Context: an optimization exercise on an open-source flow, tuned for small area and a short achievable clock period. The choices shown serve that exercise and are no tape-out recipe.
Function was checked by simulation only, so behaviour that the tests miss may differ from the original.
Power figures rest on the tool's default switching activity, not on a simulated workload.

==> inputs of trial 77 <==
// harvos_mpu_pair
module harvos_mpu_pair (
  input  wire        clk,
  input  wire        rst_n,
  input  wire        smpuctl_lock,
  input  wire        mpu_prog_en,
  input  wire [2:0]  mpu_prog_idx,
  input  wire [31:0] mpu_prog_base,
  input  wire [31:0] mpu_prog_limit,
  input  wire [2:0]  mpu_prog_perm,       
  input  wire        mpu_prog_user_ok,
  input  wire        mpu_prog_is_ispace,
  input  wire [1:0]  cur_priv,
  input  wire [31:0] if_paddr,
  output wire        if_allow,
  output wire        if_is_ispace,
  input  wire [31:0] d_paddr,
  input  wire        d_is_store,
  output wire        d_allow,
  output wire        d_is_ispace
);
  mpu #(.NREG(8)) u_mpu (
    .clk            (clk),
    .rst_n          (rst_n),
    .lock_in        (smpuctl_lock),
    .prog_en        (mpu_prog_en),
    .prog_idx       (mpu_prog_idx),
    .prog_base      (mpu_prog_base),
    .prog_limit     (mpu_prog_limit),
    .prog_perm      (mpu_prog_perm),
    .prog_user_ok   (mpu_prog_user_ok),
    .prog_is_ispace (mpu_prog_is_ispace),
    .cur_priv       (cur_priv),
    .if_addr        (if_paddr),
    .if_allow       (if_allow),
    .if_is_ispace   (if_is_ispace),
    .d_addr         (d_paddr),
    .d_is_store     (d_is_store),
    .d_allow        (d_allow),
    .d_is_ispace    (d_is_ispace)
  );
endmodule
==> module mpu, before the edit <==
module mpu #(
  parameter integer NREG = 8
) (
  input  wire                    clk,
  input  wire                    rst_n,
  input  wire                    lock_in,
  input  wire                    prog_en,
  input  wire [$clog2(NREG)-1:0] prog_idx,
  input  wire [31:0]             prog_base,
  input  wire [31:0]             prog_limit,     
  input  wire [2:0]              prog_perm,      
  input  wire                    prog_user_ok,
  input  wire                    prog_is_ispace,
  input  wire [1:0]              cur_priv,       
  input  wire [31:0]             if_addr,
  output wire                    if_allow,
  output wire                    if_is_ispace,
  input  wire [31:0]             d_addr,
  input  wire                    d_is_store,
  output wire                    d_allow,
  output wire                    d_is_ispace
);
  function automatic ge32(input [31:0] a, input [31:0] b);
    reg [31:0] gt, pp;
    integer w, k;
    begin
      gt = a & ~b;
      pp = a | ~b;
      gt[0] = pp[0];
      for (w = 1; w < 32; w = w * 2)
        for (k = 0; k < 32; k = k + 2 * w) begin
          gt[k] = gt[k + w] | (pp[k + w] & gt[k]);
          pp[k] = pp[k + w] & pp[k];
        end
      ge32 = gt[0];
    end
  endfunction
  reg            lock_q;
  reg [NREG-1:0] valid;
  reg [31:0]     base  [NREG];
  reg [31:0]     limit [NREG];
  reg [NREG-1:0] perm_r, perm_w, perm_x, user_ok, is_ispace;
  wire wr = prog_en && !lock_q;
  always @(posedge clk or negedge rst_n) begin
    if (!rst_n) lock_q <= 1'b0; else lock_q <= lock_q | lock_in;
  end
  always @(posedge clk or negedge rst_n) begin
    if (!rst_n) valid <= '0;
    else if (wr) valid[prog_idx] <= 1'b1;
  end
  always @(posedge clk) begin
    if (wr) begin
      base[prog_idx]      <= prog_base;
      limit[prog_idx]     <= prog_limit;
      perm_r[prog_idx]    <= prog_perm[0];
      perm_w[prog_idx]    <= prog_perm[1];
      perm_x[prog_idx]    <= prog_perm[2];
      user_ok[prog_idx]   <= prog_user_ok;
      is_ispace[prog_idx] <= prog_is_ispace;
    end
  end
  wire sup = |cur_priv;
  reg [NREG-1:0] if_hit, d_hit;
  reg [NREG-1:0] if_ok, d_ok;
  integer i;
  always @* begin
    for (i = 0; i < NREG; i = i + 1) begin
      if_hit[i] = valid[i] && ge32(if_addr, base[i]) && ge32(limit[i], if_addr);
      d_hit[i]  = valid[i] && ge32(d_addr, base[i]) && ge32(limit[i], d_addr);
      if_ok[i]  = perm_x[i] && (sup || user_ok[i]);
      d_ok[i]   = (d_is_store ? perm_w[i] : perm_r[i]) && (sup || user_ok[i]);
    end
  end
  function automatic [1:0] pick8(input [7:0] hit, input [7:0] v);
    reg x;
    reg [7:0] above;
    integer k;
    begin
      above[7] = 1'b0;
      for (k = 6; k >= 0; k = k - 1) above[k] = above[k+1] | hit[k+1];
      x = 1'b0;
      for (k = 0; k < 8; k = k + 1) x = x | (hit[k] & v[k] & ~above[k]);
      pick8 = {|hit, x};
    end
  endfunction
  wire [1:0] if_a = pick8(if_hit, if_ok);
  wire [1:0] if_s = pick8(if_hit, is_ispace);
  wire [1:0] d_a  = pick8(d_hit, d_ok);
  wire [1:0] d_s  = pick8(d_hit, is_ispace);
  assign if_allow     = if_a[0];
  assign if_is_ispace = if_s[0];
  assign d_allow      = d_a[0];
  assign d_is_ispace  = d_s[0];
endmodule
==> flow/config.mk <==
export PLATFORM = sky130hd
export DESIGN_NAME = harvos_mpu_pair
export DESIGN_NICKNAME = harvos_mpu_pair
export VERILOG_FILES = /design/flow/design.v
export SDC_FILE = /design/flow/constraint.sdc
export NUM_CORES = 4
export LEC_CHECK = 0
export ABC_AREA = 1
export CAP_MARGIN = 20
export CORE_MARGIN = 2
export CORE_UTILIZATION = 40
export CTS_BUF_LIST = sky130_fd_sc_hd__clkbuf_4 sky130_fd_sc_hd__clkbuf_8
export CTS_CLUSTER_DIAMETER = 50
export CTS_CLUSTER_SIZE = 20
export PLACE_DENSITY = 0.6
export SETUP_SLACK_MARGIN = 2.3
export SLEW_MARGIN = 20
==> flow/constraint.sdc <==
create_clock -name core_clock -period 7.0 [get_ports {clk}]
set_input_delay 1.4000 -clock core_clock [delete_from_list [all_inputs] [get_ports {clk}]]
set_output_delay 1.4000 -clock core_clock [all_outputs]
set_load 0.01 [all_outputs]
standard.sh (not shown) runs the stock make flow with config.mk's settings and CLKGATE_MAP_FILE= SYNTH_SCRIPT=/design/flow/synth_recipe.tcl, a recipe that flattens the netlist after the stock synthesis.
==> flow/flow/run.sh <==
#!/bin/bash
# Own layout flow: the standard layout, with the port buffers that
# global placement inserts made plain buf_2 cells (the resizer may upsize
# them later) instead of the delay-cell buffers ORFS picks by default.
set -euo pipefail
bash standard.sh synth > synth.log 2>&1
bash standard.sh finish "BUFFER_PORTS_ARGS=-buffer_cell sky130_fd_sc_hd__buf_2" > layout.log 2>&1
==> build 13: changes against trial 77 <==
- CORE_UTILIZATION: 40 -> 50
- PLACE_DENSITY: 0.6 -> 0.7
- SETUP_SLACK_MARGIN: 2.3 -> 1.8
==> trial 69: changes against trial 77 <==
--- a/flow/design.v
+++ b/flow/design.v
@@ -21,18 +21,17 @@
   output wire                    d_is_ispace
 );
   function automatic ge32(input [31:0] a, input [31:0] b);
-    reg [31:0] gt, pp;
+    reg [31:0] gt, ge;
     integer w, k;
     begin
       gt = a & ~b;
-      pp = a | ~b;
-      gt[0] = pp[0];
+      ge = a | ~b;
       for (w = 1; w < 32; w = w * 2)
         for (k = 0; k < 32; k = k + 2 * w) begin
-          gt[k] = gt[k + w] | (pp[k + w] & gt[k]);
-          pp[k] = pp[k + w] & pp[k];
+          ge[k] = gt[k + w] | (ge[k + w] & ge[k]);
+          gt[k] = gt[k + w] | (ge[k + w] & gt[k]);
         end
-      ge32 = gt[0];
+      ge32 = ge[0];
     end
   endfunction
   reg            lock_q;
@@ -71,26 +70,18 @@
       d_ok[i]   = (d_is_store ? perm_w[i] : perm_r[i]) && (sup || user_ok[i]);
     end
   end
-  function automatic [1:0] pick8(input [7:0] hit, input [7:0] v);
-    reg x;
-    reg [7:0] above;
-    integer k;
-    begin
-      above[7] = 1'b0;
-      for (k = 6; k >= 0; k = k - 1) above[k] = above[k+1] | hit[k+1];
-      x = 1'b0;
-      for (k = 0; k < 8; k = k + 1) x = x | (hit[k] & v[k] & ~above[k]);
-      pick8 = {|hit, x};
+  reg if_a, if_s, d_a, d_s;
+  always @* begin
+    if_a = 1'b0; if_s = 1'b0; d_a = 1'b0; d_s = 1'b0;
+    for (i = 0; i < NREG; i = i + 1) begin
+      if (if_hit[i]) begin if_a = if_ok[i]; if_s = is_ispace[i]; end
+      if (d_hit[i])  begin d_a = d_ok[i];   d_s = is_ispace[i]; end
     end
-  endfunction
-  wire [1:0] if_a = pick8(if_hit, if_ok);
-  wire [1:0] if_s = pick8(if_hit, is_ispace);
-  wire [1:0] d_a  = pick8(d_hit, d_ok);
-  wire [1:0] d_s  = pick8(d_hit, is_ispace);
-  assign if_allow     = if_a[0];
-  assign if_is_ispace = if_s[0];
-  assign d_allow      = d_a[0];
-  assign d_is_ispace  = d_s[0];
+  end
+  assign if_allow     = if_a;
+  assign if_is_ispace = if_s;
+  assign d_allow      = d_a;
+  assign d_is_ispace  = d_s;
 endmodule
 module harvos_mpu_pair (
   input  wire        clk,
==> flow/run.sh (new file) <==
#!/bin/bash
# synth_recipe.tcl (not shown) runs the flow's synth.tcl, then flattens the netlist and writes it again
# the make line also repeats each setting of config.mk as NAME=value (left out here)
make -C /OpenROAD-flow-scripts/flow DESIGN_CONFIG=/design/flow/config.mk WORK_HOME=/design/flow/orfs CLKGATE_MAP_FILE= SYNTH_SCRIPT=/design/flow/synth_recipe.tcl finish
- CTS_BUF_LIST: sky130_fd_sc_hd__clkbuf_4 sky130_fd_sc_hd__clkbuf_8 -> default
- CTS_CLUSTER_DIAMETER: 50 -> default
- CTS_CLUSTER_SIZE: 20 -> default
- SETUP_SLACK_MARGIN: 2.3 -> 2.0
removed: flow/flow/run.sh
removed: flow/standard.sh
==> notes <==
- Final area: trial 69 > trial 77 > build 13.
- Non-clock buffer count: build 13 is lower than trial 77 (130).
- Between trial 77 and build 13, the lower global-route usage is in trial 77 (gap 4.2 points).
- Against build 13, the clock power of trial 69 is higher by about 40%.
- Total power: build 13 < trial 77 < trial 69.
- Against trial 69, the register-to-register slack of trial 77 is higher by 0.36 ns.
==> figures <==
|  | build 13 | trial 69 | trial 77 |
|---|---|---|---|
| Outcome | finished clean | finished clean | finished clean |
| Diodes inserted | 3 | 3 | 6 |
| Die Height | 271 um | 317 um | 303 um |
| Met3 routing resource usage after global routing | 0.0770 | 0.0357 | 0.0659 |
| Power of the clock network | 2.68 mW | 3.75 mW | 3.06 mW |
| NetSw | 2.15 mW | 2.57 mW | 2.46 mW |
| Launch point of the worst path | if_paddr[12] | if_paddr[10] | if_paddr[22] |
| Buffers excl. clock | 200 | 451 | 330 |
| Detailed-route via count | 34478 | 41024 | 35250 |
| Combined buffer and inverter count along the critical path | 3 | 5 | 3 |
| Layout clock buffers | 75 | 98 | 85 |
| Gate count of the mapped netlist | 4710 | 5540 | 4710 |
| Routed wire per std cell | 21.3 um | 21.7 um | 22.1 um |
| Final weighted congestion in routability-driven placement | 1.00 | 0.964 | 0.951 |

-- static timing again, ports no longer ideal --
Ports are ideal in the flow. The routed layouts listed here were re-timed in OpenROAD.
Step 1 assumes that a clkbuf_16 drives the clock port and a buf_2 every other input.
Step 2 times the ports against the registers' clock, not the clock port: input delays grow and output delays shrink by t, the midpoint of the rising clock arrivals with the driver on.
a / b / c = ideal / step 1 / step 2; a / b = the first two.
| run | t, ns | setup slack, ns | hold WS [ns] | slew at the worst register clock pin (ns) | worst slew at a driven data input, ns |
|---|---|---|---|---|---|
| trial 77 | 0.804 | 2.074 / 2.021 / 2.021 | 0.469 / 0.469 / 0.469 | 0.10 / 0.10 | 0.18 |
| build 13 | 0.754 | 1.845 / 1.822 / 1.822 | 0.486 / 0.486 / 0.486 | 0.10 / 0.10 | 0.10 |
| trial 69 | 0.716 | 1.934 / 1.885 / 1.668 | 0.467 / 0.467 / 0.467 | 0.06 / 0.06 | 0.12 |
After both steps setup and hold are still met in every run listed. For trial 69, which loses most, drivers alone change the setup slack by -0.049 ns; drivers and shift together by -0.266 ns.
